Background: an optimization exercise with open tools, aiming at small area and a short achievable clock period. Do not read the settings as production practice.
The RTL was checked by simulation tests, not by an equivalence proof against the original design.
Power is estimated from default activity; no workload was simulated.

== run A ==
==> flow/design.v <==
`timescale 1ns / 1ps
module rf_inv(a, y);
	input a;
	output y;
	assign y = !a;
endmodule
module rf_nand2(a, b, y);
	input a, b;
	output y;
	assign y = !(a & b);
endmodule
module rf_nand3(a, b, c, y);
	input a, b, c;
	output y;
	assign y = !(a & b & c);
endmodule
module rf_nand4(a, b, c, d, y);
	input a, b, c, d;
	output y;
	assign y = !(a & b & c & d);
endmodule
module rf_nor2(a, b, y);
	input a, b;
	output y;
	assign y = !(a | b);
endmodule
module rf_nor3(a, b, c, y);
	input a, b, c;
	output y;
	assign y = !(a | b | c);
endmodule
module rf_nor4(a, b, c, d, y);
	input a, b, c, d;
	output y;
	assign y = !(a | b | c | d);
endmodule
module rf_xnor2(a, b, y);
	input a, b;
	output y;
	assign y = !(a ^ b);
endmodule
module rf_pdec2(a, an, y);
	input [1:0] a, an;
	output [3:0] y;
	genvar k;
	generate for (k = 0; k < 4; k = k + 1) begin : g
		rf_nor2 n(.a(k[0] ? an[0] : a[0]), .b(k[1] ? an[1] : a[1]), .y(y[k]));
	end endgenerate
endmodule
module rf_pdec3(a, an, y);
	input [2:0] a, an;
	output [7:0] y;
	genvar k;
	generate for (k = 0; k < 8; k = k + 1) begin : g
		rf_nor3 n(.a(k[0] ? an[0] : a[0]), .b(k[1] ? an[1] : a[1]),
		          .c(k[2] ? an[2] : a[2]), .y(y[k]));
	end endgenerate
endmodule
module rf_rdsel(A, RW, WE, wnz, nwe, sel);
	input [4:0] A, RW;
	input WE, wnz;
	input [31:1] nwe;
	output [31:0] sel;
	wire [4:0] An, eq;
	wire [3:0] lo;
	wire [7:0] hi;
	wire [31:1] seln;
	wire h1, h2;
	genvar i, r;
	generate for (i = 0; i < 5; i = i + 1) begin : b
		rf_inv inv(.a(A[i]), .y(An[i]));
		rf_xnor2 x(.a(A[i]), .b(RW[i]), .y(eq[i]));
	end endgenerate
	rf_pdec2 pl(.a(A[1:0]), .an(An[1:0]), .y(lo));
	rf_pdec3 ph(.a(A[4:2]), .an(An[4:2]), .y(hi));
	generate for (r = 1; r < 32; r = r + 1) begin : s
		rf_nand3 n(.a(lo[r % 4]), .b(hi[r / 4]), .c(nwe[r]), .y(seln[r]));
		rf_inv d(.a(seln[r]), .y(sel[r]));
	end endgenerate
	rf_nand3 n1(.a(eq[0]), .b(eq[1]), .c(eq[2]), .y(h1));
	rf_nand4 n2(.a(eq[3]), .b(eq[4]), .c(WE), .d(wnz), .y(h2));
	rf_nor2 n3(.a(h1), .b(h2), .y(sel[0]));
endmodule
module rf_or8(s, d, y);
	input [7:0] s, d;
	output y;
	assign y = |(s & d);
endmodule
module rf_rdbit(sel, d, y);
	input [31:0] sel, d;
	output y;
	wire [3:0] o;
	wire [1:0] p;
	genvar k;
	generate for (k = 0; k < 4; k = k + 1) begin : n
		rf_or8 x(.s(sel[8*k+7:8*k]), .d(d[8*k+7:8*k]), .y(o[k]));
	end endgenerate
	rf_nor2 r0(.a(o[0]), .b(o[1]), .y(p[0]));
	rf_nor2 r1(.a(o[2]), .b(o[3]), .y(p[1]));
	rf_nand2 f(.a(p[0]), .b(p[1]), .y(y));
endmodule
module reg_32x32(clk,WE,RA,RB,RW,busA,busB,busW
    );
	input clk,WE;
	input [4:0]RA,RB,RW;
	input [31:0]busW;
	output [31:0]busA,busB;
	wire [4:0] RWn;
	wire WEn, z1, z2, wnz;
	wire [3:0] wlo;
	wire [7:0] whi;
	wire [31:1] nwe;
	wire [31:0] selA, selB;
	genvar i, r, j;
	generate for (i = 0; i < 5; i = i + 1) begin : wb
		rf_inv inv(.a(RW[i]), .y(RWn[i]));
	end endgenerate
	rf_inv wei(.a(WE), .y(WEn));
	rf_pdec2 wpl(.a(RW[1:0]), .an(RWn[1:0]), .y(wlo));
	generate for (i = 0; i < 8; i = i + 1) begin : wh
		rf_nor4 n(.a(WEn), .b(i[0] ? RWn[2] : RW[2]), .c(i[1] ? RWn[3] : RW[3]),
		          .d(i[2] ? RWn[4] : RW[4]), .y(whi[i]));
	end endgenerate
	rf_nor3 wz1(.a(RW[0]), .b(RW[1]), .c(RW[2]), .y(z1));
	rf_nor2 wz2(.a(RW[3]), .b(RW[4]), .y(z2));
	rf_nand2 wz(.a(z1), .b(z2), .y(wnz));
	reg [31:0] file_array [31:1];
	always @(posedge clk)
		if (WE && (RW != 0)) file_array[RW] <= busW;
	generate for (r = 1; r < 32; r = r + 1) begin : g
		wire [31:0] q = file_array[r];
		rf_nand2 w(.a(wlo[r % 4]), .b(whi[r / 4]), .y(nwe[r]));
	end endgenerate
	rf_rdsel sa(.A(RA), .RW(RW), .WE(WE), .wnz(wnz), .nwe(nwe), .sel(selA));
	rf_rdsel sb(.A(RB), .RW(RW), .WE(WE), .wnz(wnz), .nwe(nwe), .sel(selB));
	generate for (j = 0; j < 32; j = j + 1) begin : b
		wire [31:0] col;
		assign col[0] = busW[j];
		for (r = 1; r < 32; r = r + 1) begin : c
			assign col[r] = g[r].q[j];
		end
		rf_rdbit ra(.sel(selA), .d(col), .y(busA[j]));
		rf_rdbit rb(.sel(selB), .d(col), .y(busB[j]));
	end endgenerate
endmodule
clock: 9.0 ns
lec_check: 0
cap_margin: 10
core_margin: 2
core_utilization: 45
setup_slack_margin: 3.3
slew_margin: 10
synth_hierarchical: 1
standard.sh (not shown) runs the stock make flow with config.mk's settings and CLKGATE_MAP_FILE= SYNTH_SCRIPT=/design/flow/synth_recipe.tcl, a recipe that flattens the netlist after the stock synthesis.
==> flow/flow/run.sh <==
#!/bin/bash
set -euo pipefail
export BUFFER_PORTS_ARGS="-buffer_cell sky130_fd_sc_hd__buf_2"
export CTS_ARGS="-sink_clustering_enable -repair_clock_nets -dont_use_dummy_load -buf_list {sky130_fd_sc_hd__clkbuf_4 sky130_fd_sc_hd__clkbuf_8 sky130_fd_sc_hd__clkbuf_16} -sink_clustering_size 25 -sink_clustering_max_diameter 100"
bash standard.sh > flow.log 2>&1
The following lists how run C was set up differently from run A:
==> flow/design.v, changed modules only <==
module rf_pdec2(a, an, yn);
	input [1:0] a, an;
	output [3:0] yn;
	genvar k;
	generate for (k = 0; k < 4; k = k + 1) begin : g
		rf_nand2 n(.a(k[0] ? a[0] : an[0]), .b(k[1] ? a[1] : an[1]), .y(yn[k]));
	end endgenerate
endmodule
module rf_pdec3(a, an, yn);
	input [2:0] a, an;
	output [7:0] yn;
	genvar k;
	generate for (k = 0; k < 8; k = k + 1) begin : g
		rf_nand3 n(.a(k[0] ? a[0] : an[0]), .b(k[1] ? a[1] : an[1]),
		           .c(k[2] ? a[2] : an[2]), .y(yn[k]));
	end endgenerate
endmodule
module rf_rdsel(A, RW, WE, wnz, we, sel);
	input [4:0] A, RW;
	input WE, wnz;
	input [31:1] we;
	output [31:0] sel;
	wire [4:0] An, eq;
	wire [3:0] lo;
	wire [7:0] hi;
	wire h1, h2;
	genvar i, r;
	generate for (i = 0; i < 5; i = i + 1) begin : b
		rf_inv inv(.a(A[i]), .y(An[i]));
		rf_xnor2 x(.a(A[i]), .b(RW[i]), .y(eq[i]));
	end endgenerate
	rf_pdec2 pl(.a(A[1:0]), .an(An[1:0]), .yn(lo));
	rf_pdec3 ph(.a(A[4:2]), .an(An[4:2]), .yn(hi));
	generate for (r = 1; r < 32; r = r + 1) begin : s
		rf_nor3 n(.a(lo[r % 4]), .b(hi[r / 4]), .c(we[r]), .y(sel[r]));
	end endgenerate
	rf_nand3 n1(.a(eq[0]), .b(eq[1]), .c(eq[2]), .y(h1));
	rf_nand4 n2(.a(eq[3]), .b(eq[4]), .c(WE), .d(wnz), .y(h2));
	rf_nor2 n3(.a(h1), .b(h2), .y(sel[0]));
endmodule
module reg_32x32(clk,WE,RA,RB,RW,busA,busB,busW
    );
	input clk,WE;
	input [4:0]RA,RB,RW;
	input [31:0]busW;
	output [31:0]busA,busB;
	wire [4:0] RWn;
	wire WEn, z1, z2, wnz;
	wire [3:0] wlo;
	wire [7:0] whi;
	wire [31:1] we;
	wire [31:0] selA, selB;
	genvar i, r, j;
	generate for (i = 0; i < 5; i = i + 1) begin : wb
		rf_inv inv(.a(RW[i]), .y(RWn[i]));
	end endgenerate
	rf_inv wei(.a(WE), .y(WEn));
	rf_pdec2 wpl(.a(RW[1:0]), .an(RWn[1:0]), .yn(wlo));
	rf_pdec3 wph(.a(RW[4:2]), .an(RWn[4:2]), .yn(whi));
	rf_nor3 wz1(.a(RW[0]), .b(RW[1]), .c(RW[2]), .y(z1));
	rf_nor2 wz2(.a(RW[3]), .b(RW[4]), .y(z2));
	rf_nand2 wz(.a(z1), .b(z2), .y(wnz));
	reg [31:0] file_array [31:1];
	always @(posedge clk)
		if (WE && (RW != 0)) file_array[RW] <= busW;
	generate for (r = 1; r < 32; r = r + 1) begin : g
		wire [31:0] q = file_array[r];
		rf_nor3 w(.a(wlo[r % 4]), .b(whi[r / 4]), .c(WEn), .y(we[r]));
	end endgenerate
	rf_rdsel sa(.A(RA), .RW(RW), .WE(WE), .wnz(wnz), .we(we), .sel(selA));
	rf_rdsel sb(.A(RB), .RW(RW), .WE(WE), .wnz(wnz), .we(we), .sel(selB));
	generate for (j = 0; j < 32; j = j + 1) begin : b
		wire [31:0] col;
		assign col[0] = busW[j];
		for (r = 1; r < 32; r = r + 1) begin : c
			assign col[r] = g[r].q[j];
		end
		rf_rdbit ra(.sel(selA), .d(col), .y(busA[j]));
		rf_rdbit rb(.sel(selB), .d(col), .y(busB[j]));
	end endgenerate
endmodule
// module rf_nor4 removed
Results
On floorplan die width, run A and run C are neck and neck.
Clock share of power (run C over run A): increase, 0.3 points
Sort run A and run C by final area, ascending, and run C comes first.
Run A → run C: power density over cell area now sits higher, via count down 664.

## what the ideal ports hide
The results above use ideal ports. As a check the final layouts listed here were re-extracted and re-timed, cells and wires unchanged.
Step 1 (the two cells are an assumption about what drives the block):
set clk [get_ports {clk}]
set_driving_cell -lib_cell sky130_fd_sc_hd__clkbuf_16 $clk
set_driving_cell -lib_cell sky130_fd_sc_hd__buf_2 [delete_from_list [all_inputs] $clk]
Step 2, shift: input delay + t, output delay - t, t = (earliest + latest rising clock arrival at the registers) / 2. This alone moves slack from input paths to output paths.
Slacks: no drivers / after step 1 / after step 2; pairs: no drivers / after step 1.
| run | t, ns | slack for setup (ns) | hold WS [ns] | clock arrival spread, ns | worst slew at a driven data input, ns |
|---|---|---|---|---|---|
| run A | 0.692 | 3.042 / 2.985 / 2.985 | 1.703 / 1.651 / 2.343 | 0.066 / 0.066 | 0.08 |
| run C | 0.703 | 3.128 / 3.032 / 3.032 | 1.680 / 1.627 / 2.330 | 0.045 / 0.045 | 0.14 |
After both steps every run listed still meets setup and hold. The setup slack of run C, which loses most, moves by -0.096 ns with the drivers and by -0.096 ns with both steps.
